This design comes from an exercise in tuning for small area and a short achievable clock period on the open sky130 flow, not from production work. Function was checked by simulation only, so behaviour that the tests miss may differ from the original. No activity file was given, so power comes from the tool's default toggle rates.

**design/flow/config.mk**
```make
export PLATFORM = sky130hd
export DESIGN_NAME = mult_mat_vec_mac
export DESIGN_NICKNAME = mult_mat_vec_mac
export VERILOG_FILES = /design/flow/design.v
export SDC_FILE = /design/flow/constraint.sdc
export NUM_CORES = 4
export LEC_CHECK = 0
export CAP_MARGIN = 20
export CORE_MARGIN = 2
export CORE_UTILIZATION = 40
export PLACE_DENSITY = 0.6
export SLEW_MARGIN = 20
```
**design/flow/constraint.sdc**
```tcl
create_clock -name core_clock -period 5.0 [get_ports {clk}]
set_input_delay 1.0000 -clock core_clock [delete_from_list [all_inputs] [get_ports {clk}]]
set_output_delay 1.0000 -clock core_clock [all_outputs]
set_load 0.01 [all_outputs]
```
**design/flow/design.v**
```verilog
module mul
    #(parameter Nbits = 8)
    (
    input [Nbits - 1:0] multiplier_u,
    input [Nbits - 1:0] multiplicand_u,
    output [2*Nbits-1:0] mult_out_u
    );
    assign mult_out_u = multiplier_u*multiplicand_u;
endmodule
module mac #(
    parameter Nbits = 8
) (
    input clk,
    input reset,
    input [Nbits-1:0] multiplier,
    input [Nbits-1:0] multiplicand,
    output reg [2*Nbits-1:0] accumulator_out
);
    wire [2*Nbits-1:0] oprod, omux;
    mul #(
        .Nbits(Nbits)
    ) multi (
        .multiplier_u(multiplier),
        .multiplicand_u(multiplicand),
        .mult_out_u(oprod)
    );
    assign omux = reset ? 0 : accumulator_out;
    always @(posedge clk) begin
        accumulator_out <= omux + oprod;
    end
endmodule
module scalar_product_mac #(
    parameter Ndata = 4,
    Nbits = 8
) (
    input [Nbits*Ndata-1:0] A,
    input [Nbits*Ndata-1:0] B,
    input clk,
    input reset,
    output reg [2*Nbits-1:0] out
);
    reg [Nbits*Ndata-1:0] A_reg, B_reg;
    reg [4:0] index;
    reg [Nbits-1:0] multiplier;
    reg [Nbits-1:0] multiplicand;
    wire [2*Nbits-1:0] mac_acc;
    mac #(.Nbits(Nbits)) mac_inst (
    .clk(clk),
    .reset(reset),
    .multiplier(multiplier),
    .multiplicand(multiplicand),
    .accumulator_out(mac_acc)
    );
    always @(posedge clk) begin
        if(reset) begin
            A_reg <= A;
            B_reg <= B;
            multiplier <= 0;
            multiplicand <=0;
            index <= 0;
        end else if (index <= Ndata) begin
            multiplier <= A_reg[Nbits-1:0];
            multiplicand <= B_reg[Nbits-1:0];
            A_reg <= A_reg >> Nbits;
            B_reg <= B_reg >> Nbits;
            index <= index +1;
        end else begin
            out <= mac_acc;
        end
    end
endmodule
module mult_mat_vec_mac #(
    parameter Mdata = 8,
    Ndata = 8,
    Nbits = 8
) (
    input [Mdata*Ndata*Nbits-1:0] M,
    input [Ndata*Nbits-1:0] X,
    input clk,
    input reset,
    output [Mdata*(2*Nbits)-1:0] out
);
    genvar i;
    for (i = 0; i < Mdata; i = i + 1) begin
        scalar_product_mac #(
            .Ndata(Ndata),
            .Nbits(Nbits)
        ) sp (
            .A(M[(i+1)*Ndata*Nbits-1:i*Ndata*Nbits]),
            .B(X[Ndata*Nbits-1:0]),
            .clk(clk),
            .reset(reset),
            .out(out[(i+1)*2*Nbits-1:i*2*Nbits])
        );
    end
endmodule
```
**design/flow/run.sh**
```bash
#!/bin/bash
# synth_recipe.tcl (not shown) runs the flow's synth.tcl, then flattens the netlist and writes it again
# the make line also repeats each setting of config.mk as NAME=value (left out here)
make -C /OpenROAD-flow-scripts/flow DESIGN_CONFIG=/design/flow/config.mk WORK_HOME=/design/flow/orfs CLKGATE_MAP_FILE= SYNTH_SCRIPT=/design/flow/synth_recipe.tcl finish
```
==> notes.md <==
layout make-up:
cell class / instances / area, um^2 / share of cell area
Clock inverter: 86 / 972 / 0.0107
Multi-Input combinational cell: 3225 / 29200 / 0.321
Sequential cell: 1448 / 40500 / 0.445
Timing Repair Buffer: 841 / 8300 / 0.0911
Antenna cell: 15 / 37.5 / 0.000412
Tap cell: 2480 / 3100 / 0.0341
Clock buffer: 218 / 4510 / 0.0496
Inverter: 1178 / 4420 / 0.0486
power groups by stage:
stage / clock network (mW) / registers [mW] / logic (mW)
6_report: 12.2 / 15.4 / 5.89
5_1_grt: 13.0 / 15.6 / 6.77
4_1_cts: 12.5 / 15.5 / 5.95
3_5_place_dp: 0 / 15.7 / 5.90
3_3_place_gp: 0 / 15.7 / 5.75
2_1_floorplan: 0 / 15.1 / 4.22
worst paths after layout:
kind	start	end	slack, ps
setup / recovery	genblk1[5].sp.multiplier[6]	genblk1[5].sp.mac_inst.accumulator_out[12]	510
hold / removal	genblk1[4].sp.mac_inst.accumulator_out[2]	genblk1[4].sp.out[2]	420
setup reg to reg	genblk1[5].sp.multiplier[6]	genblk1[5].sp.mac_inst.accumulator_out[12]	510
hold reg to reg	genblk1[4].sp.mac_inst.accumulator_out[2]	genblk1[4].sp.out[2]	420
cells in the mapped netlist (4+ instances only):
master        n
inv_1      1178
edfxtp_1   1152
o21ai_0     476
mux2_2      449
fa_1        400
and2_1      363
nand2_1     319
dfxtp_1     296
ha_1        296
nor2_1      216
mux2i_1     130
clkbuf_1    119
buf_2        94
nand2b_1     86
xnor2_1      78
nor2b_1      70
a21oi_1      69
xor2_1       25
nor3_1       23
nand3_1      22
o21a_1       20
a21o_1       18
o211ai_1     15
a31oi_1      12
nand4_1      11
a211oi_1     10
or2_2        10
a41oi_1       8
nand3b_1      7
a2111oi_0     6
o21bai_1      6
or4_1         6
and4_1        5
nand4b_1      5
o211a_1       5
a32o_1        4
or3_1         4
cell usage in the layout, fill, tap and decap left out, types with 11 or more instances in the layout:
cell type	synthesis	layout
nand4_1	11	11
a31oi_1	12	11
clkdlybuf4s50_1	0	704
nand2_1	319	319
mux2_2	449	449
ha_4	0	14
edfxtp_1	1152	1152
nor3_1	23	23
o21a_1	20	20
nand2b_1	86	76
xor2_1	25	25
nor2_1	216	216
ha_1	296	282
clkinv_1	0	25
bufinv_16	0	14
o21ai_0	476	473
a21oi_2	0	12
nor2b_1	70	70
o211ai_1	15	15
buf_4	0	119
clkinv_2	0	21
xnor2_1	78	78
clkbuf_16	0	169
dfxtp_1	296	296
clkbuf_1	119	39
and2_1	363	362
fa_1	400	398
buf_12	0	17
a21oi_1	69	57
mux2i_1	130	130
inv_1	1178	1177
a21o_1	18	18
diode_2	0	15
nand3_1	22	22
routing by layer:
layer  GRT usage  vias to the layer above  wire, um
li1            -                    21700         -
met1       0.265                    22100     83500
met2       0.340                      765     94100
met3      0.0261                      257      6100
met4      0.0628                        0      5030
met5           0                        -         0
through the flow:
| stage | std cells | hold slack (ps) |
|---|---|---|
| 2_1_floorplan | 6065 | 401 |
| 3_3_place_gp | 9172 | 407 |
| 3_5_place_dp | 9172 | 412 |
| 4_1_cts | 9476 | 425 |
| 5_1_grt | 9489 | 426 |
| 6_report | 9491 | 423 |
cells by family (layout without fill, tap and decap cells):
| family | after synthesis | after routing | share of synthesized area |
|---|---|---|---|
| flops | 1448 | 1448 | 0.543 |
| buf+inv | 1392 | 2323 | 0.0716 |
| simple gates | 1163 | 1163 | 0.0796 |
| fa+ha+maj | 696 | 696 | 0.157 |
| compound gates | 681 | 681 | 0.0511 |
| mux | 579 | 579 | 0.0852 |
| xor+xnor | 106 | 106 | 0.0130 |
| other cells | 0 | 15 | 0 |
==> results_dict.tcl <==
set metrics [dict create \
    p_leak_nw 39.5 \
    core-area_um2 185000 \
    dp_hpwl_mm 140 \
    pwr-share-comb 0.176 \
    cp_max_fo 9 \
    cts_setup_buffers 0 \
    netlist_area_um2 74700 \
    start_kind "register" \
    cap_viol_max_count 0 \
    wl_per_cell_um 19.9 \
    die-area_um2 190000 \
    cts.reportedPaths.clkPinSlew_ps 70 \
    ys_seq_area_frac 0.543 \
    min_path_cells 0 \
    skew_ps 39.2 \
    hold_class "register to register" \
    vias 44800 \
    die_h_um 436 \
    p_switching_mw 9.02 \
    clockPowerShare 0.364 \
    gp_congestion 0.871 \
    grt_max_degree 234 \
    synth_edf_count 1152 \
    worst_slew_pin_slew_ps 988 \
    viasPerCell 4.72 \
    setup_ws_ps 506 \
    ys_types 66 \
    fin_crit_sh 0.899 \
    drive_gt1_frac 0.127 \
    p_total_mw 33.5 \
    slew_headroom 0.341 \
    min_period_ps 4490 \
    rows 158 \
    syn_inst 6065 \
    setup_viol 0 \
    nFillCells 16600 \
    finish.instance_area_um2 91100 \
    post-route-drc-count 0 \
    cts_resized 0 \
    power.density_nw_per_um2 368 \
    ys_warn_count 2 \
    die_w_um 436 \
    tns_ps 0 \
    ios 706 \
    grt-ovfl-total 0 \
    cp_top_family "adder cells" \
    clockBufferDepth 3 \
    htree_levels 4 \
    avgSynthCellArea_um2 12.3 \
    finalCoreUtilization 0.491 \
    worstPathRequired_ps 5740 \
    antenna_found_initial 26 \
    root_buffer "clkbuf_16" \
    cts.sinks 1448 \
    synth_nets 7339 \
    syn2layout_area_growth_pct 22.0 \
    ir_drop_v 0.000274 \
    worst-path-buf-inv 3 \
    crit_cells 14 \
    layout.nets 8131 \
    async_reset_ff_frac 0 \
    slew_violations 0 \
    rsz0062_at_grt "no" \
    start_util 0.403 \
    wl_mm 189 \
    critPathMaxStageDelay_ps 580 \
    crit_path_end_kind "register" \
    grt_usage 0.200 \
    ant_nets 0 \
    critical_path_arrival_ps 5240 \
    timing.fmax_mhz 223 \
    status "timing/DRC/antenna clean" \
    synth_top_cell_by_area "edfxtp_1" \
    insertion_delay_ps 820 \
    crit_chain "nand2_1 -> fa_1 -> inv_1 -> fa_1 -> fa_1 -> inv_1 -> fa_1 -> inv_2 -> ha_4 -> or4_1 -> o21ai_1 -> a31oi_2 -> or4b_1 -> nand4b_1" \
    p_sw_frac 0.269 \
    slowest_stage "dfxtp_1" \
    seqPwrFrac 0.461 \
    intPower_mw 24.5 \
    grt_pass1_wl_mm 290 \
    port_buffers 705 \
    first_iter_violations 2657 \
    ys_top_cells_by_area "edfxtp_1, fa_1, dfxtp_1" \
    cts_tree "done" \
    synth_top_area_share 0.463 \
    synthFlopType "edfxtp_1" \
    place_ws_ps -118 \
    worstSetupPathType "register to register" \
    ctsHoldBuffers 0 \
    first_pass_iters 7 \
    grt_pass1_vias 46400 \
    crit_top_cell "fa_1" \
    hold_viol_final 0 \
    rr_worst_depth 14 \
    synth-seq-cells 1448 \
    numCtsBuffers 163 \
    postPlaceCellArea_um2 85500 \
]

## port drivers added, routing unchanged
Ports are ideal in the flow. The routed layout listed here was re-timed in OpenROAD.
Step 1 sets driving cells, clkbuf_16 on the clock port and buf_2 on the other inputs (assumed; they add their load-dependent delay and slew).
Step 2 also shifts input and output timing later by t, the mid clock arrival at the registers, as if the neighbouring blocks saw the same clock.
a / b / c = ideal ports / drivers / drivers and shift; a / b = the first two.
t, ns: 0.891
slack for setup (ns): 0.506 / 0.506 / -0.165
clock arrival spread, ns: 0.047 / 0.047
slew at the worst register clock pin (ns): 0.07 / 0.07
worst data-port slew with drivers (ns): 0.19
With both steps, setup timing fails in this run, where it was met with ideal ports. For this run, drivers alone change the setup slack by 0.000 ns; drivers and shift together by -0.671 ns.
